Background: an optimization exercise with open tools, aiming at small area, a short achievable clock period and few clock cycles per item. Do not read the settings as production practice. In this exercise RTL edits were held to simulation tests only and were not proved equivalent to the original.

## design/flow/config.mk

```make
export PLATFORM = sky130hd
export DESIGN_NAME = fir_top
export DESIGN_NICKNAME = fir_top
export VERILOG_FILES = /design/flow/design.v
export SDC_FILE = /design/flow/constraint.sdc
export NUM_CORES = 4
export LEC_CHECK = 0
export CAP_MARGIN = 20
export CORE_MARGIN = 2
export CORE_UTILIZATION = 65
export CTS_BUF_LIST = sky130_fd_sc_hd__clkbuf_8
export CTS_CLUSTER_SIZE = 30
export SETUP_SLACK_MARGIN = 5
export SLEW_MARGIN = 20
export SYNTH_HIERARCHICAL = 1
```

## design/flow/constraint.sdc

```tcl
create_clock -name core_clock -period 10.0 [get_ports {clk}]
set_input_delay 2.0000 -clock core_clock [delete_from_list [all_inputs] [get_ports {clk}]]
set_output_delay 2.0000 -clock core_clock [all_outputs]
set_load 0.01 [all_outputs]
```

## design/flow/design.v

```verilog
module fir_top (
    input  wire       clk,
    input  wire       resetN,
    input  wire       sampleClk,
    input  wire [7:0] sample,
    output wire [7:0] sum,
    output reg        dav
);
   reg [7:0] h1, h2, h3, h4, h5, h6, h7, h8;
   reg [8:0] s23, s14, s16;
   reg [9:0] m3;
   reg [19:0] t1, t2;
   reg [3:0] ic;
   wire busy = ~ic[3] | ~ic[2];
   wire en = sampleClk | busy;
   wire [7:0] xin = busy ? 8'd0 : sample;
   wire s_1, c_2;
   ha us_1 (h1[0], h2[0], s_1, c_2);
   wire s_3, c_4;
   ha us_3 (h1[1], h2[1], s_3, c_4);
   wire s_5, c_6;
   ha us_5 (h1[2], h2[2], s_5, c_6);
   wire s_7, c_8;
   ha us_7 (h1[3], h2[3], s_7, c_8);
   wire s_9, c_10;
   ha us_9 (h1[4], h2[4], s_9, c_10);
   wire s_11, c_12;
   ha us_11 (h1[5], h2[5], s_11, c_12);
   wire s_13, c_14;
   ha us_13 (h1[6], h2[6], s_13, c_14);
   wire s_15, c_16;
   ha us_15 (h1[7], h2[7], s_15, c_16);
   wire s_17, c_18;
   ha us_17 (h1[7], h2[7], s_17, c_18);
   wire G_19 = c_4 | (s_3 & c_2);
   wire G_21 = c_6 | (s_5 & c_4);
   wire P_22 = s_5 & s_3;
   wire G_23 = c_8 | (s_7 & c_6);
   wire P_24 = s_7 & s_5;
   wire G_25 = c_10 | (s_9 & c_8);
   wire P_26 = s_9 & s_7;
   wire G_27 = c_12 | (s_11 & c_10);
   wire P_28 = s_11 & s_9;
   wire G_29 = c_14 | (s_13 & c_12);
   wire P_30 = s_13 & s_11;
   wire G_31 = c_16 | (s_15 & c_14);
   wire P_32 = s_15 & s_13;
   wire G_33 = c_18 | (s_17 & c_16);
   wire P_34 = s_17 & s_15;
   wire G_35 = G_21 | (P_22 & c_2);
   wire G_37 = G_23 | (P_24 & G_19);
   wire G_39 = G_25 | (P_26 & G_21);
   wire P_40 = P_26 & P_22;
   wire G_41 = G_27 | (P_28 & G_23);
   wire P_42 = P_28 & P_24;
   wire G_43 = G_29 | (P_30 & G_25);
   wire P_44 = P_30 & P_26;
   wire G_45 = G_31 | (P_32 & G_27);
   wire P_46 = P_32 & P_28;
   wire G_47 = G_33 | (P_34 & G_29);
   wire P_48 = P_34 & P_30;
   wire G_49 = G_39 | (P_40 & c_2);
   wire G_51 = G_41 | (P_42 & G_19);
   wire G_53 = G_43 | (P_44 & G_35);
   wire G_55 = G_45 | (P_46 & G_37);
   wire G_57 = G_47 | (P_48 & G_39);
   wire P_58 = P_48 & P_40;
   wire G_59 = G_57 | (P_58 & c_2);
   wire [8:0] s23n;
   assign s23n[0] = ~(s_1);
   assign s23n[1] = ~(s_3 ^ c_2);
   assign s23n[2] = ~(s_5 ^ G_19);
   assign s23n[3] = ~(s_7 ^ G_35);
   assign s23n[4] = ~(s_9 ^ G_37);
   assign s23n[5] = ~(s_11 ^ G_49);
   assign s23n[6] = ~(s_13 ^ G_51);
   assign s23n[7] = ~(s_15 ^ G_53);
   assign s23n[8] = s_17 ^ G_55;
   wire s_61, c_62;
   ha us_61 (xin[0], h3[0], s_61, c_62);
   wire s_63, c_64;
   ha us_63 (xin[1], h3[1], s_63, c_64);
   wire s_65, c_66;
   ha us_65 (xin[2], h3[2], s_65, c_66);
   wire s_67, c_68;
   ha us_67 (xin[3], h3[3], s_67, c_68);
   wire s_69, c_70;
   ha us_69 (xin[4], h3[4], s_69, c_70);
   wire s_71, c_72;
   ha us_71 (xin[5], h3[5], s_71, c_72);
   wire s_73, c_74;
   ha us_73 (xin[6], h3[6], s_73, c_74);
   wire s_75, c_76;
   ha us_75 (xin[7], h3[7], s_75, c_76);
   wire s_77, c_78;
   ha us_77 (xin[7], h3[7], s_77, c_78);
   wire G_79 = c_64 | (s_63 & c_62);
   wire G_81 = c_66 | (s_65 & c_64);
   wire P_82 = s_65 & s_63;
   wire G_83 = c_68 | (s_67 & c_66);
   wire P_84 = s_67 & s_65;
   wire G_85 = c_70 | (s_69 & c_68);
   wire P_86 = s_69 & s_67;
   wire G_87 = c_72 | (s_71 & c_70);
   wire P_88 = s_71 & s_69;
   wire G_89 = c_74 | (s_73 & c_72);
   wire P_90 = s_73 & s_71;
   wire G_91 = c_76 | (s_75 & c_74);
   wire P_92 = s_75 & s_73;
   wire G_93 = c_78 | (s_77 & c_76);
   wire P_94 = s_77 & s_75;
   wire G_95 = G_81 | (P_82 & c_62);
   wire G_97 = G_83 | (P_84 & G_79);
   wire G_99 = G_85 | (P_86 & G_81);
   wire P_100 = P_86 & P_82;
   wire G_101 = G_87 | (P_88 & G_83);
   wire P_102 = P_88 & P_84;
   wire G_103 = G_89 | (P_90 & G_85);
   wire P_104 = P_90 & P_86;
   wire G_105 = G_91 | (P_92 & G_87);
   wire P_106 = P_92 & P_88;
   wire G_107 = G_93 | (P_94 & G_89);
   wire P_108 = P_94 & P_90;
   wire G_109 = G_99 | (P_100 & c_62);
   wire G_111 = G_101 | (P_102 & G_79);
   wire G_113 = G_103 | (P_104 & G_95);
   wire G_115 = G_105 | (P_106 & G_97);
   wire G_117 = G_107 | (P_108 & G_99);
   wire P_118 = P_108 & P_100;
   wire G_119 = G_117 | (P_118 & c_62);
   wire [8:0] s14n;
   assign s14n[0] = ~(s_61);
   assign s14n[1] = ~(s_63 ^ c_62);
   assign s14n[2] = ~(s_65 ^ G_79);
   assign s14n[3] = ~(s_67 ^ G_95);
   assign s14n[4] = ~(s_69 ^ G_97);
   assign s14n[5] = ~(s_71 ^ G_109);
   assign s14n[6] = ~(s_73 ^ G_111);
   assign s14n[7] = ~(s_75 ^ G_113);
   assign s14n[8] = s_77 ^ G_115;
   wire s_121, c_122;
   ha us_121 (xin[0], h5[0], s_121, c_122);
   wire s_123, c_124;
   ha us_123 (xin[1], h5[1], s_123, c_124);
   wire s_125, c_126;
   ha us_125 (xin[2], h5[2], s_125, c_126);
   wire s_127, c_128;
   ha us_127 (xin[3], h5[3], s_127, c_128);
   wire s_129, c_130;
   ha us_129 (xin[4], h5[4], s_129, c_130);
   wire s_131, c_132;
   ha us_131 (xin[5], h5[5], s_131, c_132);
   wire s_133, c_134;
   ha us_133 (xin[6], h5[6], s_133, c_134);
   wire s_135, c_136;
   ha us_135 (xin[7], h5[7], s_135, c_136);
   wire s_137, c_138;
   ha us_137 (xin[7], h5[7], s_137, c_138);
   wire G_139 = c_124 | (s_123 & c_122);
   wire G_141 = c_126 | (s_125 & c_124);
   wire P_142 = s_125 & s_123;
   wire G_143 = c_128 | (s_127 & c_126);
   wire P_144 = s_127 & s_125;
   wire G_145 = c_130 | (s_129 & c_128);
   wire P_146 = s_129 & s_127;
   wire G_147 = c_132 | (s_131 & c_130);
   wire P_148 = s_131 & s_129;
   wire G_149 = c_134 | (s_133 & c_132);
   wire P_150 = s_133 & s_131;
   wire G_151 = c_136 | (s_135 & c_134);
   wire P_152 = s_135 & s_133;
   wire G_153 = c_138 | (s_137 & c_136);
   wire P_154 = s_137 & s_135;
   wire G_155 = G_141 | (P_142 & c_122);
   wire G_157 = G_143 | (P_144 & G_139);
   wire G_159 = G_145 | (P_146 & G_141);
   wire P_160 = P_146 & P_142;
   wire G_161 = G_147 | (P_148 & G_143);
   wire P_162 = P_148 & P_144;
   wire G_163 = G_149 | (P_150 & G_145);
   wire P_164 = P_150 & P_146;
   wire G_165 = G_151 | (P_152 & G_147);
   wire P_166 = P_152 & P_148;
   wire G_167 = G_153 | (P_154 & G_149);
   wire P_168 = P_154 & P_150;
   wire G_169 = G_159 | (P_160 & c_122);
   wire G_171 = G_161 | (P_162 & G_139);
   wire G_173 = G_163 | (P_164 & G_155);
   wire G_175 = G_165 | (P_166 & G_157);
   wire G_177 = G_167 | (P_168 & G_159);
   wire P_178 = P_168 & P_160;
   wire G_179 = G_177 | (P_178 & c_122);
   wire [8:0] s16n;
   assign s16n[0] = ~(s_121);
   assign s16n[1] = ~(s_123 ^ c_122);
   assign s16n[2] = ~(s_125 ^ G_139);
   assign s16n[3] = ~(s_127 ^ G_155);
   assign s16n[4] = ~(s_129 ^ G_157);
   assign s16n[5] = ~(s_131 ^ G_169);
   assign s16n[6] = ~(s_133 ^ G_171);
   assign s16n[7] = ~(s_135 ^ G_173);
   assign s16n[8] = s_137 ^ G_175;
   wire s_181, c_182;
   ha us_181 (xin[1], xin[0], s_181, c_182);
   wire s_183, c_184;
   ha us_183 (xin[2], xin[1], s_183, c_184);
   wire s_185, c_186;
   ha us_185 (xin[3], xin[2], s_185, c_186);
   wire s_187, c_188;
   ha us_187 (xin[4], xin[3], s_187, c_188);
   wire s_189, c_190;
   ha us_189 (xin[5], xin[4], s_189, c_190);
   wire s_191, c_192;
   ha us_191 (xin[6], xin[5], s_191, c_192);
   wire s_193, c_194;
   ha us_193 (xin[7], xin[6], s_193, c_194);
   wire s_195, c_196;
   ha us_195 (xin[7], xin[7], s_195, c_196);
   wire s_197, c_198;
   ha us_197 (xin[7], xin[7], s_197, c_198);
   wire G_199 = c_182 | (s_181 & 1'b0);
   wire G_201 = c_184 | (s_183 & c_182);
   wire P_202 = s_183 & s_181;
   wire G_203 = c_186 | (s_185 & c_184);
   wire P_204 = s_185 & s_183;
   wire G_205 = c_188 | (s_187 & c_186);
   wire P_206 = s_187 & s_185;
   wire G_207 = c_190 | (s_189 & c_188);
   wire P_208 = s_189 & s_187;
   wire G_209 = c_192 | (s_191 & c_190);
   wire P_210 = s_191 & s_189;
   wire G_211 = c_194 | (s_193 & c_192);
   wire P_212 = s_193 & s_191;
   wire G_213 = c_196 | (s_195 & c_194);
   wire P_214 = s_195 & s_193;
   wire G_215 = c_198 | (s_197 & c_196);
   wire P_216 = s_197 & s_195;
   wire G_217 = G_201 | (P_202 & 1'b0);
   wire G_219 = G_203 | (P_204 & G_199);
   wire G_221 = G_205 | (P_206 & G_201);
   wire P_222 = P_206 & P_202;
   wire G_223 = G_207 | (P_208 & G_203);
   wire P_224 = P_208 & P_204;
   wire G_225 = G_209 | (P_210 & G_205);
   wire P_226 = P_210 & P_206;
   wire G_227 = G_211 | (P_212 & G_207);
   wire P_228 = P_212 & P_208;
   wire G_229 = G_213 | (P_214 & G_209);
   wire P_230 = P_214 & P_210;
   wire G_231 = G_215 | (P_216 & G_211);
   wire P_232 = P_216 & P_212;
   wire G_233 = G_221 | (P_222 & 1'b0);
   wire G_235 = G_223 | (P_224 & G_199);
   wire G_237 = G_225 | (P_226 & G_217);
   wire G_239 = G_227 | (P_228 & G_219);
   wire G_241 = G_229 | (P_230 & G_221);
   wire P_242 = P_230 & P_222;
   wire G_243 = G_231 | (P_232 & G_223);
   wire P_244 = P_232 & P_224;
   wire G_245 = G_241 | (P_242 & 1'b0);
   wire G_247 = G_243 | (P_244 & G_199);
   wire [9:0] m3n;
   assign m3n[0] = ~(xin[0]);
   assign m3n[1] = ~(s_181 ^ 1'b0);
   assign m3n[2] = ~(s_183 ^ G_199);
   assign m3n[3] = ~(s_185 ^ G_217);
   assign m3n[4] = ~(s_187 ^ G_219);
   assign m3n[5] = ~(s_189 ^ G_233);
   assign m3n[6] = ~(s_191 ^ G_235);
   assign m3n[7] = ~(s_193 ^ G_237);
   assign m3n[8] = ~(s_195 ^ G_239);
   assign m3n[9] = s_197 ^ G_245;
   wire s_249, c_250;
   fa us_249 (s23[1], s14[4], s14[2], s_249, c_250);
   wire s_251, c_252;
   fa us_251 (s23[2], s14[5], s14[3], s_251, c_252);
   wire s_253, c_254;
   fa us_253 (s23[3], s14[6], s14[4], s_253, c_254);
   wire s_255, c_256;
   fa us_255 (s23[4], s23[0], s14[7], s_255, c_256);
   wire s_257, c_258;
   xr xs_257 (s23[6], s14[5], s_257);
   anb ns_257 (s23[6], s14[5], c_258);
   wire s_259, c_260;
   fa us_259 (s23[5], s23[1], s14[8], s_259, c_260);
   wire s_261, c_262;
   fa us_261 (s14[6], s14[4], h7[5], s_261, c_262);
   wire s_263, c_264;
   xr xs_263 (s23[7], s14[0], s_263);
   nr ns_263 (s23[7], s14[0], c_264);
   wire s_265, c_266;
   fa us_265 (s23[6], s23[2], s14[7], s_265, c_266);
   wire s_267, c_268;
   fa us_267 (s23[8], ~s14[5], s14[1], s_267, c_268);
   wire s_269, c_270;
   fa us_269 (s23[7], s23[3], s14[8], s_269, c_270);
   wire s_271, c_272;
   fa us_271 (s23[0], s14[2], h7[7], s_271, c_272);
   wire s_273, c_274;
   fa us_273 (s23[8], s23[4], s14[7], s_273, c_274);
   wire s_275, c_276;
   fa us_275 (s23[0], s14[3], s14[1], s_275, c_276);
   wire s_277, c_278;
   fa us_277 (s_249, s14[0], h7[1], s_277, c_278);
   wire s_279, c_280;
   xr xs_279 (s23[3], h6[4], s_279);
   nr ns_279 (s23[3], h6[4], c_280);
   wire s_281, c_282;
   fa us_281 (c_250, s_251, s14[1], s_281, c_282);
   wire s_283, c_284;
   fa us_283 (s23[4], ~h7[2], h6[5], s_283, c_284);
   wire s_285, c_286;
   fa us_285 (c_252, s_253, s14[2], s_285, c_286);
   wire s_287, c_288;
   fa us_287 (s23[5], ~h7[3], h6[6], s_287, c_288);
   wire s_289, c_290;
   fa us_289 (c_254, s_255, s14[3], s_289, c_290);
   wire s_291, c_292;
   fa us_291 (~s_257, h7[4], h6[7], s_291, c_292);
   wire s_293, c_294;
   fa us_293 (c_256, c_258, s_259, s_293, c_294);
   wire s_295, c_296;
   fa us_295 (s_261, s_263, 1'b1, s_295, c_296);
   wire s_297, c_298;
   fa us_297 (c_260, c_262, c_264, s_297, c_298);
   wire s_299, c_300;
   fa us_299 (s_265, ~s_267, h7[6], s_299, c_300);
   wire s_301, c_302;
   fa us_301 (c_266, s_269, s14[6], s_301, c_302);
   wire s_303, c_304;
   ha us_303 (c_268, s_271, s_303, c_304);
   wire s_305, c_306;
   fa us_305 (c_272, s23[1], s14[3], s_305, c_306);
   wire s_307, c_308;
   fa us_307 (c_270, s_273, 1'b1, s_307, c_308);
   wire s_309, c_310;
   fa us_309 (c_274, s23[5], s14[8], s_309, c_310);
   wire s_311, c_312;
   xr xs_311 (s23[2], s14[4], s_311);
   nr ns_311 (s23[2], s14[4], c_312);
   wire s_313, c_314;
   fa us_313 (~s23[6], s23[3], s14[5], s_313, c_314);
   wire s_315, c_316;
   xr xs_315 (s23[7], s23[4], s_315);
   anb ns_315 (s23[4], s23[7], c_316);
   wire s_317, c_318;
   xr xs_317 (s23[8], s23[5], s_317);
   anb ns_317 (s23[5], s23[8], c_318);
   wire s_319, c_320;
   xr xs_319 (s23[0], s14[1], s_319);
   anb ns_319 (s23[0], s14[1], c_320);
   wire s_321, c_322;
   fa us_321 (~s23[1], s14[2], s14[0], s_321, c_322);
   wire s_323, c_324;
   fa us_323 (s_275, ~s23[2], h7[0], s_323, c_324);
   wire s_325, c_326;
   fa us_325 (c_276, s_277, s_279, s_325, c_326);
   wire s_327, c_328;
   fa us_327 (c_278, c_280, s_281, s_327, c_328);
   wire s_329, c_330;
   fa us_329 (c_282, ~c_284, s_285, s_329, c_330);
   wire s_331, c_332;
   fa us_331 (c_286, s_289, s_291, s_331, c_332);
   wire s_333, c_334;
   fa us_333 (c_290, c_292, s_293, s_333, c_334);
   wire s_335, c_336;
   fa us_335 (c_294, c_296, s_297, s_335, c_336);
   wire s_337, c_338;
   fa us_337 (c_298, c_300, s_301, s_337, c_338);
   wire s_339, c_340;
   fa us_339 (~c_302, c_304, s_305, s_339, c_340);
   wire s_341, c_342;
   fa us_341 (c_308, s_309, s_311, s_341, c_342);
   wire s_343, c_344;
   fa us_343 (c_310, c_312, ~s_313, s_343, c_344);
   wire s_345, c_346;
   fa us_345 (c_314, s_315, s14[6], s_345, c_346);
   wire s_347, c_348;
   fa us_347 (~c_316, s_317, s14[7], s_347, c_348);
   wire s_349, c_350;
   fa us_349 (~c_318, s23[6], s14[8], s_349, c_350);
   wire s_351, c_352;
   xr xs_351 (s14[0], h6[0], s_351);
   anb ns_351 (h6[0], s14[0], c_352);
   wire s_353, c_354;
   ha us_353 (s_319, h6[1], s_353, c_354);
   wire s_355, c_356;
   fa us_355 (c_320, s_321, ~h6[2], s_355, c_356);
   wire s_357, c_358;
   fa us_357 (c_322, s_323, ~h6[3], s_357, c_358);
   wire s_359, c_360;
   fa us_359 (c_324, s_325, 1'b1, s_359, c_360);
   wire s_361, c_362;
   fa us_361 (c_326, s_327, ~s_283, s_361, c_362);
   wire s_363, c_364;
   fa us_363 (c_328, s_329, ~s_287, s_363, c_364);
   wire s_365, c_366;
   fa us_365 (c_330, s_331, ~c_288, s_365, c_366);
   wire s_367, c_368;
   fa us_367 (c_332, s_333, s_295, s_367, c_368);
   wire s_369, c_370;
   fa us_369 (c_334, s_335, s_299, s_369, c_370);
   wire s_371, c_372;
   fa us_371 (c_336, s_337, ~s_303, s_371, c_372);
   wire s_373, c_374;
   fa us_373 (c_338, ~s_339, s_307, s_373, c_374);
   wire s_375, c_376;
   fa us_375 (c_340, ~s_341, c_306, s_375, c_376);
   wire s_377, c_378;
   fa us_377 (c_342, s_343, 1'b1, s_377, c_378);
   wire s_379, c_380;
   fa us_379 (c_344, ~s_345, 1'b1, s_379, c_380);
   wire s_381, c_382;
   ha us_381 (c_346, s_347, s_381, c_382);
   wire s_383, c_384;
   ha us_383 (c_348, s_349, s_383, c_384);
   wire s_385, c_386;
   xr xs_385 (c_350, s23[7], s_385);
   nr ns_385 (c_350, s23[7], c_386);
   wire s_387, c_388;
   xr xs_387 (s_351, 1'b1, s_387);
   anb ns_387 (s_351, 1'b1, c_388);
   wire s_389, c_390;
   xr xs_389 (c_352, s_353, s_389);
   anb ns_389 (s_353, c_352, c_390);
   wire s_391, c_392;
   xr xs_391 (c_354, s_355, s_391);
   anb ns_391 (c_354, s_355, c_392);
   wire s_393, c_394;
   ha us_393 (c_356, s_357, s_393, c_394);
   wire s_395, c_396;
   ha us_395 (c_358, s_359, s_395, c_396);
   wire s_397, c_398;
   ha us_397 (c_360, s_361, s_397, c_398);
   wire s_399, c_400;
   ha us_399 (c_362, s_363, s_399, c_400);
   wire s_401, c_402;
   ha us_401 (c_364, s_365, s_401, c_402);
   wire s_403, c_404;
   ha us_403 (c_366, s_367, s_403, c_404);
   wire s_405, c_406;
   ha us_405 (c_368, s_369, s_405, c_406);
   wire s_407, c_408;
   ha us_407 (c_370, s_371, s_407, c_408);
   wire s_409, c_410;
   ha us_409 (c_372, s_373, s_409, c_410);
   wire s_411, c_412;
   xr xs_411 (c_374, s_375, s_411);
   anb ns_411 (s_375, c_374, c_412);
   wire s_413, c_414;
   xr xs_413 (c_376, s_377, s_413);
   anb ns_413 (c_376, s_377, c_414);
   wire s_415, c_416;
   ha us_415 (c_378, s_379, s_415, c_416);
   wire s_417, c_418;
   xr xs_417 (c_380, s_381, s_417);
   anb ns_417 (s_381, c_380, c_418);
   wire s_419, c_420;
   xr xs_419 (c_382, s_383, s_419);
   nr ns_419 (c_382, s_383, c_420);
   wire s_421, c_422;
   xr xs_421 (c_384, s_385, s_421);
   anb ns_421 (c_384, s_385, c_422);
   wire s_423, c_424;
   xr xs_423 (c_386, s23[8], s_423);
   anb ns_423 (s23[8], c_386, c_424);
   wire G_425 = c_390 | (~s_389 & c_388);
   wire G_427 = c_392 | (~s_391 & c_390);
   wire P_428 = ~s_391 & ~s_389;
   wire G_429 = c_394 | (s_393 & c_392);
   wire P_430 = s_393 & ~s_391;
   wire G_431 = c_396 | (s_395 & c_394);
   wire P_432 = s_395 & s_393;
   wire G_433 = c_398 | (s_397 & c_396);
   wire P_434 = s_397 & s_395;
   wire G_435 = c_400 | (s_399 & c_398);
   wire P_436 = s_399 & s_397;
   wire G_437 = c_402 | (s_401 & c_400);
   wire P_438 = s_401 & s_399;
   wire G_439 = c_404 | (s_403 & c_402);
   wire P_440 = s_403 & s_401;
   wire G_441 = c_406 | (s_405 & c_404);
   wire P_442 = s_405 & s_403;
   wire G_443 = c_408 | (s_407 & c_406);
   wire P_444 = s_407 & s_405;
   wire G_445 = c_410 | (s_409 & c_408);
   wire P_446 = s_409 & s_407;
   wire G_447 = c_412 | (~s_411 & c_410);
   wire P_448 = ~s_411 & s_409;
   wire G_449 = c_414 | (~s_413 & c_412);
   wire P_450 = ~s_413 & ~s_411;
   wire G_451 = c_416 | (s_415 & c_414);
   wire P_452 = s_415 & ~s_413;
   wire G_453 = c_418 | (~s_417 & c_416);
   wire P_454 = ~s_417 & s_415;
   wire G_455 = c_420 | (s_419 & c_418);
   wire P_456 = s_419 & ~s_417;
   wire G_457 = c_422 | (~s_421 & c_420);
   wire P_458 = ~s_421 & s_419;
   wire G_459 = c_424 | (~s_423 & c_422);
   wire P_460 = ~s_423 & ~s_421;
   wire G_461 = 1'b0 | (1'b1 & c_424);
   wire P_462 = 1'b1 & ~s_423;
   wire G_463 = G_427 | (P_428 & c_388);
   wire G_465 = G_429 | (P_430 & G_425);
   wire G_467 = G_431 | (P_432 & G_427);
   wire P_468 = P_432 & P_428;
   wire G_469 = G_433 | (P_434 & G_429);
   wire P_470 = P_434 & P_430;
   wire G_471 = G_435 | (P_436 & G_431);
   wire P_472 = P_436 & P_432;
   wire G_473 = G_437 | (P_438 & G_433);
   wire P_474 = P_438 & P_434;
   wire G_475 = G_439 | (P_440 & G_435);
   wire P_476 = P_440 & P_436;
   wire G_477 = G_441 | (P_442 & G_437);
   wire P_478 = P_442 & P_438;
   wire G_479 = G_443 | (P_444 & G_439);
   wire P_480 = P_444 & P_440;
   wire G_481 = G_445 | (P_446 & G_441);
   wire P_482 = P_446 & P_442;
   wire G_483 = G_447 | (P_448 & G_443);
   wire P_484 = P_448 & P_444;
   wire G_485 = G_449 | (P_450 & G_445);
   wire P_486 = P_450 & P_446;
   wire G_487 = G_451 | (P_452 & G_447);
   wire P_488 = P_452 & P_448;
   wire G_489 = G_453 | (P_454 & G_449);
   wire P_490 = P_454 & P_450;
   wire G_491 = G_455 | (P_456 & G_451);
   wire P_492 = P_456 & P_452;
   wire G_493 = G_457 | (P_458 & G_453);
   wire P_494 = P_458 & P_454;
   wire G_495 = G_459 | (P_460 & G_455);
   wire P_496 = P_460 & P_456;
   wire G_497 = G_461 | (P_462 & G_457);
   wire P_498 = P_462 & P_458;
   wire G_499 = G_467 | (P_468 & c_388);
   wire G_501 = G_469 | (P_470 & G_425);
   wire G_503 = G_471 | (P_472 & G_463);
   wire G_505 = G_473 | (P_474 & G_465);
   wire G_507 = G_475 | (P_476 & G_467);
   wire P_508 = P_476 & P_468;
   wire G_509 = G_477 | (P_478 & G_469);
   wire P_510 = P_478 & P_470;
   wire G_511 = G_479 | (P_480 & G_471);
   wire P_512 = P_480 & P_472;
   wire G_513 = G_481 | (P_482 & G_473);
   wire P_514 = P_482 & P_474;
   wire G_515 = G_483 | (P_484 & G_475);
   wire P_516 = P_484 & P_476;
   wire G_517 = G_485 | (P_486 & G_477);
   wire P_518 = P_486 & P_478;
   wire G_519 = G_487 | (P_488 & G_479);
   wire P_520 = P_488 & P_480;
   wire G_521 = G_489 | (P_490 & G_481);
   wire P_522 = P_490 & P_482;
   wire G_523 = G_491 | (P_492 & G_483);
   wire P_524 = P_492 & P_484;
   wire G_525 = G_493 | (P_494 & G_485);
   wire P_526 = P_494 & P_486;
   wire G_527 = G_495 | (P_496 & G_487);
   wire P_528 = P_496 & P_488;
   wire G_529 = G_497 | (P_498 & G_489);
   wire P_530 = P_498 & P_490;
   wire G_531 = G_507 | (P_508 & c_388);
   wire G_533 = G_509 | (P_510 & G_425);
   wire G_535 = G_511 | (P_512 & G_463);
   wire G_537 = G_513 | (P_514 & G_465);
   wire G_539 = G_515 | (P_516 & G_499);
   wire G_541 = G_517 | (P_518 & G_501);
   wire G_543 = G_519 | (P_520 & G_503);
   wire G_545 = G_521 | (P_522 & G_505);
   wire G_547 = G_523 | (P_524 & G_507);
   wire P_548 = P_524 & P_508;
   wire G_549 = G_525 | (P_526 & G_509);
   wire P_550 = P_526 & P_510;
   wire G_551 = G_527 | (P_528 & G_511);
   wire P_552 = P_528 & P_512;
   wire G_553 = G_529 | (P_530 & G_513);
   wire P_554 = P_530 & P_514;
   wire G_555 = G_547 | (P_548 & c_388);
   wire G_557 = G_549 | (P_550 & G_425);
   wire G_559 = G_551 | (P_552 & G_463);
   wire G_561 = G_553 | (P_554 & G_465);
   wire [19:0] t2n;
   assign t2n[0] = ~s_387;
   assign t2n[1] = ~s_389 ^ c_388;
   assign t2n[2] = ~s_391 ^ G_425;
   assign t2n[3] = s_393 ^ G_463;
   assign t2n[4] = s_395 ^ G_465;
   assign t2n[5] = s_397 ^ G_499;
   assign t2n[6] = s_399 ^ G_501;
   assign t2n[7] = s_401 ^ G_503;
   assign t2n[8] = s_403 ^ G_505;
   assign t2n[9] = s_405 ^ G_531;
   assign t2n[10] = s_407 ^ G_533;
   assign t2n[11] = s_409 ^ G_535;
   assign t2n[12] = ~s_411 ^ G_537;
   assign t2n[13] = ~s_413 ^ G_539;
   assign t2n[14] = s_415 ^ G_541;
   assign t2n[15] = ~s_417 ^ G_543;
   assign t2n[16] = s_419 ^ G_545;
   assign t2n[17] = ~s_421 ^ G_555;
   assign t2n[18] = ~s_423 ^ G_557;
   assign t2n[19] = ~(1'b1 ^ G_559);
   wire s_563, c_564;
   fa us_563 (t2[3], s16[1], ~h7[0], s_563, c_564);
   wire s_565, c_566;
   fa us_565 (t2[4], s16[2], s16[0], s_565, c_566);
   wire s_567, c_568;
   fa us_567 (h7[0], h7[1], ~c_564, s_567, c_568);
   wire s_569, c_570;
   fa us_569 (t2[5], s16[3], s16[1], s_569, c_570);
   wire s_571, c_572;
   fa us_571 (h7[1], h7[2], ~c_566, s_571, c_572);
   wire s_573, c_574;
   xr xs_573 (s_569, c_568, s_573);
   anb ns_573 (c_568, s_569, c_574);
   wire s_575, c_576;
   fa us_575 (t2[6], s16[4], s16[2], s_575, c_576);
   wire s_577, c_578;
   fa us_577 (~s16[0], h7[2], h7[3], s_577, c_578);
   wire s_579, c_580;
   fa us_579 (c_570, s_575, ~s_577, s_579, c_580);
   wire s_581, c_582;
   xr xs_581 (c_572, s_579, s_581);
   anb ns_581 (c_572, s_579, c_582);
   wire s_583, c_584;
   fa us_583 (t2[7], s16[5], s16[3], s_583, c_584);
   wire s_585, c_586;
   fa us_585 (~s16[1], h7[3], h7[4], s_585, c_586);
   wire s_587, c_588;
   fa us_587 (c_576, ~c_578, s_583, s_587, c_588);
   wire s_589, c_590;
   fa us_589 (~s_585, c_580, s_587, s_589, c_590);
   wire s_591, c_592;
   fa us_591 (t2[8], s16[6], s16[4], s_591, c_592);
   wire s_593, c_594;
   fa us_593 (~s16[2], h7[4], h7[5], s_593, c_594);
   wire s_595, c_596;
   fa us_595 (c_584, ~c_586, s_591, s_595, c_596);
   wire s_597, c_598;
   fa us_597 (~s_593, c_588, s_595, s_597, c_598);
   wire s_599, c_600;
   fa us_599 (t2[9], s16[7], s16[5], s_599, c_600);
   wire s_601, c_602;
   fa us_601 (~s16[3], h7[5], h7[6], s_601, c_602);
   wire s_603, c_604;
   fa us_603 (c_592, ~c_594, s_599, s_603, c_604);
   wire s_605, c_606;
   fa us_605 (~s_601, c_596, s_603, s_605, c_606);
   wire s_607, c_608;
   fa us_607 (t2[10], s16[8], s16[6], s_607, c_608);
   wire s_609, c_610;
   fa us_609 (s16[4], ~h7[6], h7[7], s_609, c_610);
   wire s_611, c_612;
   fa us_611 (c_600, s_607, s_609, s_611, c_612);
   wire s_613, c_614;
   fa us_613 (~c_602, c_604, s_611, s_613, c_614);
   wire s_615, c_616;
   fa us_615 (t2[11], s16[7], s16[5], s_615, c_616);
   wire s_617, c_618;
   fa us_617 (h7[7], c_608, c_610, s_617, c_618);
   wire s_619, c_620;
   fa us_619 (s_615, c_612, s_617, s_619, c_620);
   wire s_621, c_622;
   fa us_621 (t2[12], s16[8], s16[6], s_621, c_622);
   wire s_623, c_624;
   fa us_623 (c_616, s_621, c_618, s_623, c_624);
   wire s_625, c_626;
   fa us_625 (t2[13], s16[7], c_622, s_625, c_626);
   wire s_627, c_628;
   ha us_627 (t2[14], s16[8], s_627, c_628);
   wire s_629, c_630;
   ha us_629 (t2[2], s16[0], s_629, c_630);
   wire s_631, c_632;
   xr xs_631 (s_565, s_567, s_631);
   anb ns_631 (s_567, s_565, c_632);
   wire s_633, c_634;
   xr xs_633 (s_571, s_573, s_633);
   nr ns_633 (s_571, s_573, c_634);
   wire s_635, c_636;
   xr xs_635 (c_574, s_581, s_635);
   anb ns_635 (s_581, c_574, c_636);
   wire s_637, c_638;
   ha us_637 (c_582, s_589, s_637, c_638);
   wire s_639, c_640;
   ha us_639 (c_590, s_597, s_639, c_640);
   wire s_641, c_642;
   ha us_641 (c_598, s_605, s_641, c_642);
   wire s_643, c_644;
   ha us_643 (c_606, s_613, s_643, c_644);
   wire s_645, c_646;
   ha us_645 (c_614, s_619, s_645, c_646);
   wire s_647, c_648;
   ha us_647 (c_620, s_623, s_647, c_648);
   wire s_649, c_650;
   ha us_649 (c_624, s_625, s_649, c_650);
   wire s_651, c_652;
   ha us_651 (c_626, s_627, s_651, c_652);
   wire s_653, c_654;
   ha us_653 (t2[15], c_628, s_653, c_654);
   wire G_655 = 1'b0 | (t2[1] & 1'b0);
   wire G_657 = c_630 | (s_629 & 1'b0);
   wire P_658 = s_629 & t2[1];
   wire G_659 = 1'b0 | (s_563 & c_630);
   wire P_660 = s_563 & s_629;
   wire G_661 = c_632 | (~s_631 & 1'b0);
   wire P_662 = ~s_631 & s_563;
   wire G_663 = c_634 | (s_633 & c_632);
   wire P_664 = s_633 & ~s_631;
   wire G_665 = c_636 | (~s_635 & c_634);
   wire P_666 = ~s_635 & s_633;
   wire G_667 = c_638 | (s_637 & c_636);
   wire P_668 = s_637 & ~s_635;
   wire G_669 = c_640 | (s_639 & c_638);
   wire P_670 = s_639 & s_637;
   wire G_671 = c_642 | (s_641 & c_640);
   wire P_672 = s_641 & s_639;
   wire G_673 = c_644 | (s_643 & c_642);
   wire P_674 = s_643 & s_641;
   wire G_675 = c_646 | (s_645 & c_644);
   wire P_676 = s_645 & s_643;
   wire G_677 = c_648 | (s_647 & c_646);
   wire P_678 = s_647 & s_645;
   wire G_679 = c_650 | (s_649 & c_648);
   wire P_680 = s_649 & s_647;
   wire G_681 = c_652 | (s_651 & c_650);
   wire P_682 = s_651 & s_649;
   wire G_683 = c_654 | (s_653 & c_652);
   wire P_684 = s_653 & s_651;
   wire G_685 = 1'b0 | (t2[16] & c_654);
   wire P_686 = t2[16] & s_653;
   wire G_687 = 1'b0 | (t2[17] & 1'b0);
   wire P_688 = t2[17] & t2[16];
   wire G_689 = 1'b0 | (t2[18] & 1'b0);
   wire P_690 = t2[18] & t2[17];
   wire G_691 = 1'b0 | (t2[19] & 1'b0);
   wire P_692 = t2[19] & t2[18];
   wire G_693 = G_657 | (P_658 & 1'b0);
   wire G_695 = G_659 | (P_660 & G_655);
   wire G_697 = G_661 | (P_662 & G_657);
   wire P_698 = P_662 & P_658;
   wire G_699 = G_663 | (P_664 & G_659);
   wire P_700 = P_664 & P_660;
   wire G_701 = G_665 | (P_666 & G_661);
   wire P_702 = P_666 & P_662;
   wire G_703 = G_667 | (P_668 & G_663);
   wire P_704 = P_668 & P_664;
   wire G_705 = G_669 | (P_670 & G_665);
   wire P_706 = P_670 & P_666;
   wire G_707 = G_671 | (P_672 & G_667);
   wire P_708 = P_672 & P_668;
   wire G_709 = G_673 | (P_674 & G_669);
   wire P_710 = P_674 & P_670;
   wire G_711 = G_675 | (P_676 & G_671);
   wire P_712 = P_676 & P_672;
   wire G_713 = G_677 | (P_678 & G_673);
   wire P_714 = P_678 & P_674;
   wire G_715 = G_679 | (P_680 & G_675);
   wire P_716 = P_680 & P_676;
   wire G_717 = G_681 | (P_682 & G_677);
   wire P_718 = P_682 & P_678;
   wire G_719 = G_683 | (P_684 & G_679);
   wire P_720 = P_684 & P_680;
   wire G_721 = G_685 | (P_686 & G_681);
   wire P_722 = P_686 & P_682;
   wire G_723 = G_687 | (P_688 & G_683);
   wire P_724 = P_688 & P_684;
   wire G_725 = G_689 | (P_690 & G_685);
   wire P_726 = P_690 & P_686;
   wire G_727 = G_691 | (P_692 & G_687);
   wire P_728 = P_692 & P_688;
   wire G_729 = G_697 | (P_698 & 1'b0);
   wire G_731 = G_699 | (P_700 & G_655);
   wire G_733 = G_701 | (P_702 & G_693);
   wire G_735 = G_703 | (P_704 & G_695);
   wire G_737 = G_705 | (P_706 & G_697);
   wire P_738 = P_706 & P_698;
   wire G_739 = G_707 | (P_708 & G_699);
   wire P_740 = P_708 & P_700;
   wire G_741 = G_709 | (P_710 & G_701);
   wire P_742 = P_710 & P_702;
   wire G_743 = G_711 | (P_712 & G_703);
   wire P_744 = P_712 & P_704;
   wire G_745 = G_713 | (P_714 & G_705);
   wire P_746 = P_714 & P_706;
   wire G_747 = G_715 | (P_716 & G_707);
   wire P_748 = P_716 & P_708;
   wire G_749 = G_717 | (P_718 & G_709);
   wire P_750 = P_718 & P_710;
   wire G_751 = G_719 | (P_720 & G_711);
   wire P_752 = P_720 & P_712;
   wire G_753 = G_721 | (P_722 & G_713);
   wire P_754 = P_722 & P_714;
   wire G_755 = G_723 | (P_724 & G_715);
   wire P_756 = P_724 & P_716;
   wire G_757 = G_725 | (P_726 & G_717);
   wire P_758 = P_726 & P_718;
   wire G_759 = G_727 | (P_728 & G_719);
   wire P_760 = P_728 & P_720;
   wire G_761 = G_737 | (P_738 & 1'b0);
   wire G_763 = G_739 | (P_740 & G_655);
   wire G_765 = G_741 | (P_742 & G_693);
   wire G_767 = G_743 | (P_744 & G_695);
   wire G_769 = G_745 | (P_746 & G_729);
   wire G_771 = G_747 | (P_748 & G_731);
   wire G_773 = G_749 | (P_750 & G_733);
   wire G_775 = G_751 | (P_752 & G_735);
   wire G_777 = G_753 | (P_754 & G_737);
   wire P_778 = P_754 & P_738;
   wire G_779 = G_755 | (P_756 & G_739);
   wire P_780 = P_756 & P_740;
   wire G_781 = G_757 | (P_758 & G_741);
   wire P_782 = P_758 & P_742;
   wire G_783 = G_759 | (P_760 & G_743);
   wire P_784 = P_760 & P_744;
   wire G_785 = G_777 | (P_778 & 1'b0);
   wire G_787 = G_779 | (P_780 & G_655);
   wire G_789 = G_781 | (P_782 & G_693);
   wire G_791 = G_783 | (P_784 & G_695);
   wire [19:0] t1n;
   assign t1n[0] = t2[0];
   assign t1n[1] = t2[1] ^ 1'b0;
   assign t1n[2] = s_629 ^ G_655;
   assign t1n[3] = s_563 ^ G_693;
   assign t1n[4] = ~s_631 ^ G_695;
   assign t1n[5] = s_633 ^ G_729;
   assign t1n[6] = ~s_635 ^ G_731;
   assign t1n[7] = s_637 ^ G_733;
   assign t1n[8] = s_639 ^ G_735;
   assign t1n[9] = s_641 ^ G_761;
   assign t1n[10] = s_643 ^ G_763;
   assign t1n[11] = s_645 ^ G_765;
   assign t1n[12] = s_647 ^ G_767;
   assign t1n[13] = s_649 ^ G_769;
   assign t1n[14] = s_651 ^ G_771;
   assign t1n[15] = s_653 ^ G_773;
   assign t1n[16] = t2[16] ^ G_775;
   assign t1n[17] = t2[17] ^ G_785;
   assign t1n[18] = t2[18] ^ G_787;
   assign t1n[19] = ~(t2[19] ^ G_789);
   wire s_793, c_794;
   fa us_793 (t1[3], m3[0], ~h1[3], s_793, c_794);
   wire s_795, c_796;
   fa us_795 (t1[4], m3[1], ~h1[4], s_795, c_796);
   wire s_797, c_798;
   fa us_797 (t1[5], m3[2], ~h1[5], s_797, c_798);
   wire s_799, c_800;
   fa us_799 (t1[6], m3[3], ~h1[6], s_799, c_800);
   wire s_801, c_802;
   fa us_801 (t1[7], m3[4], h1[7], s_801, c_802);
   wire s_803, c_804;
   ha us_803 (t1[8], m3[5], s_803, c_804);
   wire s_805, c_806;
   ha us_805 (t1[9], m3[6], s_805, c_806);
   wire s_807, c_808;
   ha us_807 (t1[10], m3[7], s_807, c_808);
   wire s_809, c_810;
   ha us_809 (t1[11], m3[8], s_809, c_810);
   wire s_811, c_812;
   ha us_811 (t1[12], m3[9], s_811, c_812);
   wire s_813, c_814;
   xr xs_813 (t1[0], h1[0], s_813);
   anb ns_813 (h1[0], t1[0], c_814);
   wire s_815, c_816;
   xr xs_815 (t1[1], h1[1], s_815);
   anb ns_815 (h1[1], t1[1], c_816);
   wire s_817, c_818;
   xr xs_817 (t1[2], h1[2], s_817);
   anb ns_817 (h1[2], t1[2], c_818);
   wire s_819, c_820;
   ha us_819 (c_794, s_795, s_819, c_820);
   wire s_821, c_822;
   ha us_821 (c_796, s_797, s_821, c_822);
   wire s_823, c_824;
   ha us_823 (c_798, s_799, s_823, c_824);
   wire s_825, c_826;
   ha us_825 (c_800, s_801, s_825, c_826);
   wire s_827, c_828;
   ha us_827 (c_802, s_803, s_827, c_828);
   wire s_829, c_830;
   ha us_829 (c_804, s_805, s_829, c_830);
   wire s_831, c_832;
   ha us_831 (c_806, s_807, s_831, c_832);
   wire s_833, c_834;
   ha us_833 (c_808, s_809, s_833, c_834);
   wire s_835, c_836;
   ha us_835 (c_810, s_811, s_835, c_836);
   wire s_837, c_838;
   ha us_837 (t1[13], c_812, s_837, c_838);
   wire G_839 = c_816 | (~s_815 & c_814);
   wire G_841 = c_818 | (~s_817 & c_816);
   wire P_842 = ~s_817 & ~s_815;
   wire G_843 = 1'b0 | (s_793 & c_818);
   wire P_844 = s_793 & ~s_817;
   wire G_845 = c_820 | (s_819 & 1'b0);
   wire P_846 = s_819 & s_793;
   wire G_847 = c_822 | (s_821 & c_820);
   wire P_848 = s_821 & s_819;
   wire G_849 = c_824 | (s_823 & c_822);
   wire P_850 = s_823 & s_821;
   wire G_851 = c_826 | (s_825 & c_824);
   wire P_852 = s_825 & s_823;
   wire G_853 = c_828 | (s_827 & c_826);
   wire P_854 = s_827 & s_825;
   wire G_855 = c_830 | (s_829 & c_828);
   wire P_856 = s_829 & s_827;
   wire G_857 = c_832 | (s_831 & c_830);
   wire P_858 = s_831 & s_829;
   wire G_859 = c_834 | (s_833 & c_832);
   wire P_860 = s_833 & s_831;
   wire G_861 = c_836 | (s_835 & c_834);
   wire P_862 = s_835 & s_833;
   wire G_863 = c_838 | (s_837 & c_836);
   wire P_864 = s_837 & s_835;
   wire G_865 = 1'b0 | (t1[14] & c_838);
   wire P_866 = t1[14] & s_837;
   wire G_867 = 1'b0 | (t1[15] & 1'b0);
   wire P_868 = t1[15] & t1[14];
   wire G_869 = 1'b0 | (t1[16] & 1'b0);
   wire P_870 = t1[16] & t1[15];
   wire G_871 = 1'b0 | (t1[17] & 1'b0);
   wire P_872 = t1[17] & t1[16];
   wire G_873 = 1'b0 | (t1[18] & 1'b0);
   wire P_874 = t1[18] & t1[17];
   wire G_875 = 1'b0 | (t1[19] & 1'b0);
   wire P_876 = t1[19] & t1[18];
   wire G_877 = G_841 | (P_842 & c_814);
   wire G_879 = G_843 | (P_844 & G_839);
   wire G_881 = G_845 | (P_846 & G_841);
   wire P_882 = P_846 & P_842;
   wire G_883 = G_847 | (P_848 & G_843);
   wire P_884 = P_848 & P_844;
   wire G_885 = G_849 | (P_850 & G_845);
   wire P_886 = P_850 & P_846;
   wire G_887 = G_851 | (P_852 & G_847);
   wire P_888 = P_852 & P_848;
   wire G_889 = G_853 | (P_854 & G_849);
   wire P_890 = P_854 & P_850;
   wire G_891 = G_855 | (P_856 & G_851);
   wire P_892 = P_856 & P_852;
   wire G_893 = G_857 | (P_858 & G_853);
   wire P_894 = P_858 & P_854;
   wire G_895 = G_859 | (P_860 & G_855);
   wire P_896 = P_860 & P_856;
   wire G_897 = G_861 | (P_862 & G_857);
   wire P_898 = P_862 & P_858;
   wire G_899 = G_863 | (P_864 & G_859);
   wire P_900 = P_864 & P_860;
   wire G_901 = G_865 | (P_866 & G_861);
   wire P_902 = P_866 & P_862;
   wire G_903 = G_867 | (P_868 & G_863);
   wire P_904 = P_868 & P_864;
   wire G_905 = G_869 | (P_870 & G_865);
   wire P_906 = P_870 & P_866;
   wire G_907 = G_871 | (P_872 & G_867);
   wire P_908 = P_872 & P_868;
   wire G_909 = G_873 | (P_874 & G_869);
   wire P_910 = P_874 & P_870;
   wire G_911 = G_875 | (P_876 & G_871);
   wire P_912 = P_876 & P_872;
   wire G_913 = G_881 | (P_882 & c_814);
   wire G_915 = G_883 | (P_884 & G_839);
   wire G_917 = G_885 | (P_886 & G_877);
   wire G_919 = G_887 | (P_888 & G_879);
   wire G_921 = G_889 | (P_890 & G_881);
   wire P_922 = P_890 & P_882;
   wire G_923 = G_891 | (P_892 & G_883);
   wire P_924 = P_892 & P_884;
   wire G_925 = G_893 | (P_894 & G_885);
   wire P_926 = P_894 & P_886;
   wire G_927 = G_895 | (P_896 & G_887);
   wire P_928 = P_896 & P_888;
   wire G_929 = G_897 | (P_898 & G_889);
   wire P_930 = P_898 & P_890;
   wire G_931 = G_899 | (P_900 & G_891);
   wire P_932 = P_900 & P_892;
   wire G_933 = G_901 | (P_902 & G_893);
   wire P_934 = P_902 & P_894;
   wire G_935 = G_903 | (P_904 & G_895);
   wire P_936 = P_904 & P_896;
   wire G_937 = G_905 | (P_906 & G_897);
   wire P_938 = P_906 & P_898;
   wire G_939 = G_907 | (P_908 & G_899);
   wire P_940 = P_908 & P_900;
   wire G_941 = G_909 | (P_910 & G_901);
   wire P_942 = P_910 & P_902;
   wire G_943 = G_911 | (P_912 & G_903);
   wire P_944 = P_912 & P_904;
   wire G_945 = G_921 | (P_922 & c_814);
   wire G_947 = G_923 | (P_924 & G_839);
   wire G_949 = G_925 | (P_926 & G_877);
   wire G_951 = G_927 | (P_928 & G_879);
   wire G_953 = G_929 | (P_930 & G_913);
   wire G_955 = G_931 | (P_932 & G_915);
   wire G_957 = G_933 | (P_934 & G_917);
   wire G_959 = G_935 | (P_936 & G_919);
   wire G_961 = G_937 | (P_938 & G_921);
   wire P_962 = P_938 & P_922;
   wire G_963 = G_939 | (P_940 & G_923);
   wire P_964 = P_940 & P_924;
   wire G_965 = G_941 | (P_942 & G_925);
   wire P_966 = P_942 & P_926;
   wire G_967 = G_943 | (P_944 & G_927);
   wire P_968 = P_944 & P_928;
   wire G_969 = G_961 | (P_962 & c_814);
   wire G_971 = G_963 | (P_964 & G_839);
   wire G_973 = G_965 | (P_966 & G_877);
   wire G_975 = G_967 | (P_968 & G_879);
   wire [19:0] r;
   assign r[0] = ~s_813;
   assign r[1] = ~s_815 ^ c_814;
   assign r[2] = ~s_817 ^ G_839;
   assign r[3] = s_793 ^ G_877;
   assign r[4] = s_819 ^ G_879;
   assign r[5] = s_821 ^ G_913;
   assign r[6] = s_823 ^ G_915;
   assign r[7] = s_825 ^ G_917;
   assign r[8] = s_827 ^ G_919;
   assign r[9] = s_829 ^ G_945;
   assign r[10] = s_831 ^ G_947;
   assign r[11] = s_833 ^ G_949;
   assign r[12] = s_835 ^ G_951;
   assign r[13] = s_837 ^ G_953;
   assign r[14] = t1[14] ^ G_955;
   assign r[15] = t1[15] ^ G_957;
   assign r[16] = t1[16] ^ G_959;
   assign r[17] = t1[17] ^ G_969;
   assign r[18] = t1[18] ^ G_971;
   assign r[19] = t1[19] ^ G_973;
   wire c7;
   carry7 uc7 (r[9:3], sample[6:0], c7);
   wire up0, sp0, sn0, up1, sp1, sn1, up, sp, sn;
   presel ups0 (r[19:10], sample[7], 1'b0, up0, sp0, sn0);
   presel ups1 (r[19:10], sample[7], 1'b1, up1, sp1, sn1);
   mux3 upsm (c7, {up0, sp0, sn0}, {up1, sp1, sn1}, {up, sp, sn});
   reg [7:0] rq;
   reg upq, spq, snq;
   wire [7:0] rinc = rq + upq;
   assign sum = spq ? 8'h7f : snq ? 8'h80 : rinc;
   always @(posedge clk, negedge resetN)
     if (!resetN) begin
        ic <= 4'd0;
        dav <= 1'b0;
     end else begin
        if (busy) ic <= ic + 4'd1;
        dav <= sampleClk & ~busy;
     end
   always @(posedge clk) begin
      rq <= r[18:11];
      upq <= up; spq <= sp; snq <= sn;
      if (en) begin
         t1 <= t1n; t2 <= t2n;
         s23 <= s23n; s14 <= s14n; s16 <= s16n;
         m3 <= m3n;
         h1 <= xin; h2 <= h1; h3 <= h2; h4 <= h3;
         h5 <= h4; h6 <= h5; h7 <= h6; h8 <= h7;
      end
   end
endmodule
module carry7 (input [6:0] a, input [6:0] b, output c);
   wire [7:0] s = {1'b0, a} + {1'b0, b};
   assign c = s[7];
endmodule
module presel (input [9:0] r, input x7, input c, output up, output sp, output sn);
   wire signed [8:0] rs = r[9:1];
   wire nx = ~x7;
   wire n0 = ~r[0] & ~nx & ~c;
   wire n3 = r[0] & nx & c;
   assign up = (r[0] & nx) | (r[0] & c) | (nx & c);
   assign sp = (rs >= 9'sd129) | ((rs == 9'sd128) & ~n0) | ((rs == 9'sd127) & n3);
   assign sn = (rs <= -9'sd130) | ((rs == -9'sd129) & ~n3) | ((rs == -9'sd128) & n0);
endmodule
module mux3 (input s, input [2:0] a, input [2:0] b, output [2:0] y);
   assign y = s ? b : a;
endmodule
module fa (input a, input b, input c, output s, output co);
   assign s = a ^ b ^ c;
   assign co = (a & b) | (a & c) | (b & c);
endmodule
module ha (input a, input b, output s, output co);
   assign s = a ^ b;
   assign co = a & b;
endmodule
module xr (input a, input b, output y);
   assign y = a ^ b;
endmodule
module nr (input a, input b, output y);
   assign y = ~(a | b);
endmodule
module anb (input a, input b, output y);
   assign y = ~a & b;
endmodule
```

## design/flow/flow/run.sh

```bash
#!/bin/bash
# The standard layout (the standard.sh, ORFS from synthesis to the final
# layout) with timing repair aiming at a tighter setup margin than the flow
# settings allow; ORFS writes each tool's log under orfs/logs, and make's own
# output goes to flow_make.log here.
set -euo pipefail
bash standard.sh SETUP_SLACK_MARGIN=6 finish > flow_make.log 2>&1
```

## design/flow/standard.sh

```bash
#!/bin/bash
# synth_recipe.tcl (not shown) runs the flow's synth.tcl, then flattens the netlist and writes it again
# the make line also repeats each setting of config.mk as NAME=value (left out here)
make -C /OpenROAD-flow-scripts/flow DESIGN_CONFIG=/design/flow/config.mk WORK_HOME=/design/flow/orfs CLKGATE_MAP_FILE= SYNTH_SCRIPT=/design/flow/synth_recipe.tcl "${@:-finish}"
```

==> results of run 1 <==
-- sequential cells by signal, indices dropped and copies added, names as in the netlist --
register	count
t1	20
snq	1
spq	1
h2	8
dav	1
s16	9
h7	8
h5	8
upq	1
s23	9
t2	20
ic	4
h1	8
m3	10
h3	8
rq	8
s14	9
h6	8
h4	8
-- Yosys cell counts, types with 8 or more instances --
| library cell | count | share of area [%] |
|---|---|---|
| xor2_1 | 45 | 3.6 |
| dfxtp_1 | 11 | 2.0 |
| edfxtp_1 | 133 | 37 |
| inv_1 | 88 | 3.0 |
| ha_1 | 91 | 10 |
| nor2b_1 | 9 | 0.52 |
| o21ai_0 | 27 | 1.2 |
| o21a_1 | 10 | 0.69 |
| a21oi_1 | 59 | 2.7 |
| nor2b_4 | 20 | 2.5 |
| nor3_1 | 11 | 0.51 |
| nand2b_1 | 19 | 1.1 |
| or2_2 | 8 | 0.46 |
| a21o_1 | 23 | 1.6 |
| and3_1 | 15 | 0.86 |
| nor2_1 | 39 | 1.3 |
| nand2_1 | 30 | 1.0 |
| fa_1 | 91 | 17 |
| nand3_1 | 23 | 1.1 |
| xnor2_1 | 42 | 3.4 |
-- logic make-up (layout without fill, tap and decap cells) --
logic type      after synthesis  in the layout  synth area share (%)
flops                       149            149                 39.83
compound gates              164            164                 10.23
buf+inv                      92            197                 3.169
simple gates                205            205                 11.58
other cells                   2             13               0.06893
mux                           8              8                0.7809
xor+xnor                     87             87                 6.994
fa+ha+maj                   184            184                 27.35
-- final cells by class --
type	instances	area share (%)
inverters	89	2.631
clock buffers	17	1.829
clock inverters	14	1.193
repair buffers	77	5.066
flip-flops and latches	149	33.92
well taps	220	2.152
multi-input cells	661	53.21
-- Yosys stat by module (local to each module, per instance) --
module	times used	cell area, sq um	cells
fir_top	1	7274	634
carry7	1	125.1	14
presel	2	86.33	11
mux3	1	33.78	3
fa	91	20.02	1
anb	20	13.76	1
ha	76	12.51	1
xr	25	8.758	1
nr	6	3.754	1
-- what timing repair did --
action                                  in CTS  in global routing
hold buffers                                 0                  0
pin swaps                                   41                 42
hold endpoints to repair                     0                  0
endpoints found under the setup margin      28                 92
buffers inserted                            36                 21
gates resized for setup                     61                 42
-- how the worst max path moves through the flow --
stage	from	end	slack, ns	cells after the start
floorplan	s14[6]	t2[17]	5.76	10
global placement	sample[1]	m3[9]	5.32	11
detailed placement	sample[1]	s16[8]	5.29	11
CTS	s23[3]	t2[17]	5.57	14
global route	s23[3]	t2[17]	5.41	14
finish	s14[8]	t2[17]	5.52	11
-- stage by stage --
step           utilization [%]  std cells
3_5_place_dp             69.72       1139
5_1_grt                  77.70       1227
3_3_place_gp             69.72       1139
6_report                 77.70       1227
4_1_cts                  75.37       1206
2_1_floorplan                -        902
-- layer usage --
| metal | vias to the layer above | routed length (um) | track usage [%] |
|---|---|---|---|
| met1 | 3593 | 9625 | 33.60 |
| li1 | 3338 | - | - |
| met5 | - | 0 | 0 |
| met3 | 51 | 701 | 4.756 |
| met2 | 168 | 12550 | 49.89 |
| met4 | 0 | 692 | 9.456 |
-- critical path, cell delays in order (launching register included) --
cell	delay, ns
edfxtp_1	0.51
fa_1	0.61
fa_1	0.46
fa_1	0.47
fa_1	0.58
ha_4	0.24
a21o_1	0.19
a21o_1	0.20
a21oi_4	0.18
a31oi_4	0.12
or4b_1	0.47
and3_1	0.20
==> results.toml, run 1 <==
[run_status]
status = "no timing/DRC/antenna violations"

[logic_synthesis]
yosysSeqAreaShare_pct = 39.83
synth_flop_cell = "edfxtp_1"
synth-edff-count = 133
ys_warn_count = 7
synthCells = 891
synth-seq-cells = 149
postSynthAreaPerCell_sq_um = 12.23
synth_area_sq_um = 10900
synth_cell_types = 71
async_reset_ff_share_pct = 3.356

[hold_path]
hp-start = "h4[4]"
hold_class = "reg2reg"
holdPathStages = 0
hold-path-endpoint = "h5[4]"

[cells_and_area]
regArea_sq_um = 4339
nFillCells = 1071
antenna-diode-count = 0
fin_area_sq_um = 12790
final_cell_mix = "edfxtp_1, inv_1, fa_1, ha_1, buf_4"
nets = 1188
area_growth_pct = 17.42
final_common_cell = "edfxtp_1"
multi_input_area_sq_um = 6808
drive_gt1_share_pct = 20.75

[placement]
port_buffers = 19
gp_congestion = 0.8734
place_hpwl_um = 17250
postPlaceCellArea_sq_um = 11480
post-place-ws_ns = 5.288

[timing]
finalCritPeriodShare_pct = 44.82
setup_slack_ns = 5.518
worst_pin_slew_ns = 0.9972
fin_setup_tns_ns = 0
finalSetupViolCount = 0
hold_violations = 0
fmax_mhz = 223.1
slew_violations = 0
grt_setup_unrepaired = "true"
period_minus_slack_ns = 4.482
slew_headroom_pct = 33.52
fin_skew_ns = 0.01734
fin_hold_ws_ns = 0.4202

[route]
routedWlPerCell_um = 19.21
vias_per_cell = 5.827
wl_um = 23570
ant_nets = 0
vias = 7150
drt_iter0_markers = 500
first_pass_iters = 16
route.detailed.drc = 0

[worst_setup_path]
crit_arrival_ns = 4.69
worstReg2RegStart = "s14[8]"
crit_fanout = 6
worstSetupPathType = "reg2reg"
r2r_slack_ns = 5.52
worstPathRequired_ns = 10.20
crit_path_end_kind = "flop"
crit_path_start_kind = "flop"
r2r-end = "t2[17]"
rr_worst_depth = 11

[global_route]
antenna_found_initial = 0
globalRouteOverflowTotal = 0
grt_max_degree = 70
track_usage_pct = 27.60
grt_pass1_vias = 7605
grt_pass1_wl_um = 37430

[clock_network]
htree_levels = 4
clkTransAtPathRegs_ns = 0.09
cts_inserted_buffers = 17
root_buffer = "clkbuf_8"
clock_path_buffers = 2
clk_latency_ns = 0.46
cts_tree = "yes"
cts.sinks = 149

[floorplanning]
start_util_pct = 66.17
rows = 47
dieArea_sq_um = 17810
fp.dieH_um = 133.5
io_pins = 20
die_w_um = 133.5
core_region_area_sq_um = 16470

[job]
maxCapViolations = 0
Testbench counts, summed over its fixed seeds: cycles 12,008, items 12,000.
==> run 2, diff against run 1 <==
==> design/flow/run.sh (new file) <==
#!/bin/bash
# synth_recipe.tcl (not shown) runs the flow's synth.tcl, then flattens the netlist and writes it again
# the make line also repeats each setting of config.mk as NAME=value (left out here)
make -C /OpenROAD-flow-scripts/flow DESIGN_CONFIG=/design/flow/config.mk WORK_HOME=/design/flow/orfs CLKGATE_MAP_FILE= SYNTH_SCRIPT=/design/flow/synth_recipe.tcl finish
removed: design/flow/flow/run.sh
removed: design/flow/standard.sh
==> results.toml, run 2 <==
[run_status]
status = "no timing/DRC/antenna violations"

[placement]
dp_cells = 1139
postPlaceCellArea_sq_um = 11400
gp_congestion = 0.8793
place_hpwl_um = 17610
post-place-ws_ns = 5.278
port_buffers = 19

[clock_network]
cts.repair.resized = 0
clkTransAtPathRegs_ns = 0.10
cts_setup_buffers = 0
hold_buffers = 0
clk_latency_ns = 0.45
htree_levels = 4
root_buffer = "clkbuf_8"
clock_path_buffers = 2
cts_inserted_buffers = 17
cts_tree = "yes"
cts.sinks = 149

[floorplanning]
io_pins = 20
rows = 47
start_util_pct = 66.17
fp.dieH_um = 133.5
core_region_area_sq_um = 16470
dieArea_sq_um = 17810
die_w_um = 133.5

[cells_and_area]
reg_top3 = "t1: 20 flops, t2: 20 flops, m3: 10 flops"
final_cell_mix = "edfxtp_1, ha_1, fa_1, inv_1, a21oi_1"
area_growth_pct = 8.303
antenna-diode-count = 0
nets = 1131
drive_gt1_share_pct = 8.728
utilization_pct = 71.66
fin_cells = 1171
final_common_cell = "edfxtp_1"
fin_area_sq_um = 11800

[worst_setup_path]
r2r-end = "t2[17]"
rr_worst_depth = 13
crit_arrival_ns = 4.85
crit_end = "t2[17]"
cp_cell_sequence = "fa_1 > fa_1 > fa_1 > inv_1 > fa_1 > xor2_1 > inv_2 > a21oi_1 > o21bai_1 > nor2_1 > a31oi_4 > or4b_1 > and3_1"
r2r_slack_ns = 5.35
startpoint = "s23[4]"
crit_fanout = 5
crit_path_start_kind = "flop"
crit_path_end_kind = "flop"
crit_slowest_cell = "edfxtp_1"
crit_buf_inv = 2
critPathMaxStageDelay_ns = 0.63
worstReg2RegStart = "s23[4]"
crit_family = "adder cells"
worstPathRequired_ns = 10.21
cpMostUsedCell = "fa_1"
cp_num_cells = 13
worstSetupPathType = "reg2reg"

[timing]
fin_setup_tns_ns = 0
hold_violations = 0
finalCritPeriodShare_pct = 46.45
slew_violations = 0
setup_slack_ns = 5.355
worst_pin_slew_ns = 0.9705
grt_setup_unrepaired = "false"
period_minus_slack_ns = 4.645
finalSetupViolCount = 0
fmax_mhz = 215.3
fin_skew_ns = 0.01403
slew_headroom_pct = 35.30

[logic_synthesis]
synth_cell_types = 71
async_reset_ff_share_pct = 3.356
yosys.cell_count.top_type = "edfxtp_1"
synth-seq-cells = 149
netlist_top_cells_count = "edfxtp_1, fa_1, ha_1, inv_1, a21oi_1"
yosysSeqAreaShare_pct = 39.83
synth_area_leaders = "edfxtp_1, fa_1, ha_1"
synth-edff-count = 133
synth_flop_cell = "edfxtp_1"
synth_area_sq_um = 10900
postSynthAreaPerCell_sq_um = 12.23
synth_top_cell_by_area = "edfxtp_1"
synthDominantCellAreaShare_pct = 36.66
synthCells = 891
ys_warn_count = 7

[route]
routedWlPerCell_um = 18.59
wl_um = 21770
drt_iter0_markers = 452
vias_per_cell = 5.781
ant_nets = 0
vias = 6770
route.detailed.drc = 0
first_pass_iters = 6

[hold_path]
hold_class = "reg2reg"

[global_route]
grt_util_met3_pct = 3.387
use_met2_pct = 46.76
globalRouteOverflowTotal = 0
gr-usage-met1_pct = 32.46
grt_max_degree = 69
grt_pass1_vias = 7210
grt_busiest_layer = "met2"
antenna_found_initial = 0
grt_pass1_wl_um = 35280
track_usage_pct = 26.16

[job]
maxCapViolations = 0
## run 2: cell count changes in the layout (fill, tap and decap cells not counted), sizes merged, moves of 2 or more
| cell | change |
|---|---|
| buf | -57 |
| clkdlybuf4s50 | +9 |
| dlygate4sd2 | -6 |
| dlymetal6s2s | -3 |
| inv | +3 |
| clkinv | -2 |
## run 2: per-stage QoR
step / hold slack, ns
4_1_cts: 0.4220
2_1_floorplan: 0.4003
5_1_grt: 0.4339
3_3_place_gp: 0.4019
3_5_place_dp: 0.4045
6_report: 0.4178
## run 2: modules after synthesis, one instance, submodules excluded, excerpt
module | cells inside | copies in the design | cell area [sq um] | flops+latches
anb | 1 | 20 | 13.76 | 0
carry7 | 14 | 1 | 125.1 | 0
fa | 1 | 91 | 20.02 | 0
ha | 1 | 76 | 12.51 | 0
mux3 | 3 | 1 | 33.78 | 0
nr | 1 | 6 | 3.754 | 0
presel | 11 | 2 | 86.33 | 0
## run 2: kinds of logic (layout without fill, tap and decap cells)
| kind of cell | count (synthesis) | in the layout | synth area share, % |
|---|---|---|---|
| other | 2 | 13 | 0.06893 |
| muxes | 8 | 8 | 0.7809 |
| DFF | 149 | 149 | 39.83 |
| AOI/OAI and AO/OA | 164 | 164 | 10.23 |
| xor gates and xnor gates | 87 | 87 | 6.994 |
| and+or+nand+nor | 205 | 205 | 11.58 |
| adders and majority gates | 184 | 184 | 27.35 |
| buffers and inverters | 92 | 141 | 3.169 |
## run 2: worst register-to-register path, delay by kind of cell (launching register included)
| kind | cells | cell delay [ns] |
|---|---|---|
| xor+xnor | 1 | 0.28 |
| simple gates | 3 | 0.85 |
| buf+inv | 2 | 0.14 |
| flops | 1 | 0.63 |
| fa+ha+maj | 4 | 2.09 |
| compound gates | 3 | 0.41 |
## run 2: final cells by class
type | instances | area (sq um)
Clock inverter | 15 | 165.2
Inverter | 89 | 334.1
Timing Repair Buffer | 20 | 197.7
Tap cell | 220 | 275.3
Sequential cell | 149 | 4339
Clock buffer | 17 | 234.0
Multi-Input combinational cell | 661 | 6255
Fill cell | 1136 | 4666
## run 2: worst min-delay path by stage
stage,cells past startpoint,start,to
after floorplan,0,h4[0],h5[0]
after global placement,0,t2[1],t1[1]
after detailed placement,0,h4[6],h5[6]
after CTS,0,h4[3],h5[3]
after global routing,0,h4[3],h5[3]
final,0,t2[0],t1[0]
## run 2: routing by layer
layer	share of wire (%)	vias to the layer above
met2	52	144
li1	-	3222
met3	3.4	41
met4	2.7	0
met5	0	-
met1	42	3363

afterwards: timing with drivers on the ports:
Ports are ideal in the flow. The routed layouts listed here were re-timed in OpenROAD.
Step 1, drivers: a clkbuf_16 drives clk and a buf_2 each remaining input, both assumed.
Step 2 times the ports against the registers' clock, not the clock port: input delays grow and output delays shrink by t, the midpoint of the rising clock arrivals with the driver on.
a / b / c = ideal / step 1 / step 2; a / b = the first two.
run | shift t [ns] | setup WS [ns] | worst hold slack (ns) | cell pins on the clock port's net
run 1 | 0.494 | 5.518 / 5.518 / 5.518 | 0.420 / 0.420 / 0.420 | 1
run 2 | 0.488 | 5.355 / 5.355 / 5.229 | 0.418 / 0.418 / 0.418 | 1
After both steps setup and hold are still met in every run listed. For run 2, which loses most, drivers alone change the setup slack by 0.000 ns; drivers and shift together by -0.126 ns.
